From an optimization exercise on the open Yosys and OpenROAD flow, aimed at small area; shortcuts taken in it are not production practice.
Function was checked by simulation only, so behaviour that the tests miss may differ from the original.
No activity file was given, so power comes from the tool's default toggle rates.

v45:
## flappy_core
module flappy_core(
	input clk,                   
	input rst,                   
	input clrn,                  
	input tick,                  
	input ps2_clk,               
	input ps2_data,              
	input [11:0] back_data,      
	input [11:0] bird_data,      
	output [18:0] rom_addr,      
	output hs,                   
	output vs,                   
	output [3:0] r,              
	output [3:0] g,              
	output [3:0] b,              
	output death,                
	output [11:0] wintime        
    );
For scale: ~700 cells after synthesis, ~120 flip-flops, roughly 76 I/O pins.
==> flow/config.mk <==
export PLATFORM = sky130hd
export DESIGN_NAME = flappy_core
export DESIGN_NICKNAME = flappy_core
export VERILOG_FILES = /design/flow/design.v
export SDC_FILE = /design/flow/constraint.sdc
export NUM_CORES = 4
export LEC_CHECK = 0
export CAP_MARGIN = 20
export CORE_MARGIN = 2
export CORE_UTILIZATION = 40
export SLEW_MARGIN = 20
==> flow/constraint.sdc <==
create_clock -name core_clock -period 10.0 [get_ports {clk}]
set_input_delay 2.0000 -clock core_clock [delete_from_list [all_inputs] [get_ports {clk}]]
set_output_delay 2.0000 -clock core_clock [all_outputs]
set_load 0.01 [all_outputs]
standard.sh (not shown) runs the stock make flow with config.mk's settings and CLKGATE_MAP_FILE= SYNTH_SCRIPT=/design/flow/synth_recipe.tcl, a recipe that flattens the netlist after the stock synthesis.
==> flow/flow/run.sh <==
#!/bin/bash
# Layout flow: the standard flow (standard.sh, with its unchanged
# synthesis), with these settings changed:
#  - each port's buffer is the smallest buffer cell (buf_1),
#  - the clock tree uses clkbuf_4 (clkbuf_8 at the root) and no dummy loads,
#  - core utilisation 60 %, placement density 0.75,
#  - power recovery (downsizing of non-critical cells) after global routing.
# make's output goes to flow.log here; ORFS keeps each step's full log under
# orfs/logs/.
set -euo pipefail
bash standard.sh \
  "BUFFER_PORTS_ARGS=-buffer_cell sky130_fd_sc_hd__buf_1" \
  "CTS_ARGS=-sink_clustering_enable -repair_clock_nets -root_buf sky130_fd_sc_hd__clkbuf_8 -buf_list sky130_fd_sc_hd__clkbuf_4 -dont_use_dummy_load" \
  CORE_UTILIZATION=60 PLACE_DENSITY=0.75 \
  RECOVER_POWER=100 MATCH_CELL_FOOTPRINT=0 \
  finish > flow.log 2>&1
What v33 does differently from v45 at the input level:
==> flow/flow/run.sh <==
#!/bin/bash
# Layout flow: the standard flow (standard.sh) with these changes:
#  - synthesis is the standard flow's (synth_recipe.tcl, registers mapped as in the
#    standard synthesis), but ABC maps the combinational logic with
#    flow/abc_area.script, an area-oriented script (see flow/synth_area.tcl),
#  - each port's buffer is the smallest buffer cell (buf_1),
#  - the clock tree uses clkbuf_4 (clkbuf_8 at the root) and no dummy loads,
#  - core utilisation 60 %, placement density 0.75.
# make's output goes to flow.log here; ORFS keeps each step's full log under
# orfs/logs/.
set -euo pipefail
export OWN_WORK="$PWD"
export OWN_ABC_SCRIPT="$PWD/flow/abc_area.script"
bash standard.sh \
  "SYNTH_SCRIPT=$PWD/flow/synth_area.tcl" \
  "BUFFER_PORTS_ARGS=-buffer_cell sky130_fd_sc_hd__buf_1" \
  "CTS_ARGS=-sink_clustering_enable -repair_clock_nets -root_buf sky130_fd_sc_hd__clkbuf_8 -buf_list sky130_fd_sc_hd__clkbuf_4 -dont_use_dummy_load" \
  CORE_UTILIZATION=60 PLACE_DENSITY=0.75 \
  MATCH_CELL_FOOTPRINT=0 \
  finish > flow.log 2>&1
==> flow/flow/abc_area.script (new file) <==
&get -n
&st
&dc2
&dch -f
&nf -R 1000
&st
&dc2
&dch -f
&nf -R 1000
&st
&dch -f
&nf -R 1000
&put
topo
dnsize -c
==> flow/flow/synth_area.tcl (new file) <==
# The standard flow's synthesis (synth_recipe.tcl, unchanged) with one difference: ABC maps
# the combinational logic with flow/abc_area.script, an area-oriented script,
# instead of ORFS's abc_speed.script. Registers are mapped before ABC runs,
# so they are the standard synthesis's.
proc abc {args} {
  set i [lsearch -exact $args -script]
  if {$i >= 0} { lset args [expr {$i + 1}] $::env(OWN_ABC_SCRIPT) }
  yosys abc {*}$args
}
source $::env(OWN_WORK)/synth_recipe.tcl
Findings:
- Between v45 and v33, the power figures differ only marginally.
- The share of the core filled with cells reported for v33 is greater than that of v45 by 1.1 points.
- On v33: fraction of area in multi-input gates is 1.4 points lower than what v45 gave.
Here is what was changed in the inputs of v38 compared with v33.
--- a/flow/flow/run.sh
+++ b/flow/flow/run.sh
@@ -7,3 +7,4 @@
 #  - the clock tree uses clkbuf_4 (clkbuf_8 at the root) and no dummy loads,
-#  - core utilisation 60 %, placement density 0.75.
+#  - core utilisation 60 %, placement density 0.75,
+#  - power recovery (downsizing of non-critical cells) after global routing.
 # make's output goes to flow.log here; ORFS keeps each step's full log under
@@ -18,3 +19,3 @@
   CORE_UTILIZATION=60 PLACE_DENSITY=0.75 \
-  MATCH_CELL_FOOTPRINT=0 \
+  RECOVER_POWER=100 MATCH_CELL_FOOTPRINT=0 \
   finish > flow.log 2>&1
==> flow/flow/abc_area.script <==
&get -n
&st
&dch
&nf -R 1000
&st
&syn2
&if -g -K 6
&synch2
&nf -R 1000
&st
&syn2
&if -g -K 6
&synch2
&nf -R 1000
&st
&syn2
&if -g -K 6
&synch2
&nf -R 1000
&st
&dch -f
&nf -a -R 1000
&put
topo
dnsize -c
Notes after the runs:
The final report for v38 shows a completed flow and a layout that fails verification, specifically capacitance limit, slew limit.
Final-report max-slew violation count: v38 vs v33 up 13
The part of the cycle the worst path needs reported for v38 is smaller than that of v33 by 1.5 points.
Compared with v33, v38 shows number of global-route vias before repair that has gone down slightly.
Arrival time at the worst endpoint: v38 vs v33 down 0.12 ns
v38 against v33: area of all sequential standard cells stayed essentially flat, net switching share of the total power went down, fraction of power consumed by combinational cells rose by 0.8 points, worst setup slack increased by 0.15 ns relative to the old numbers.
v38 -> v33: design area flat
When the final numbers for v38 and v33 were put side by side, the wire length turned out to be smaller in v33.

[what the ideal ports hide]
The results above use ideal ports. As a check the final layouts listed here were re-extracted and re-timed, cells and wires unchanged.
Step 1: set_driving_cell puts a clkbuf_16 on clk and a buf_2 on each other input, an assumption about the parent block.
Step 2 also shifts input and output timing later by t, the mid clock arrival at the registers, as if the neighbouring blocks saw the same clock.
Slacks: no drivers / after step 1 / after step 2; pairs: no drivers / after step 1.
| run | t (ns) | slack for setup (ns) | worst setup path after step 2 | clock arrival spread, ns |
|---|---|---|---|---|
| v45 | 0.433 | 0.270 / 0.270 / 0.270 | register to register | 0.032 / 0.032 |
| v33 | 0.425 | 0.221 / 0.221 / 0.221 | register to register | 0.036 / 0.037 |
| v38 | 0.439 | 0.370 / 0.370 / 0.370 | register to register | 0.024 / 0.025 |
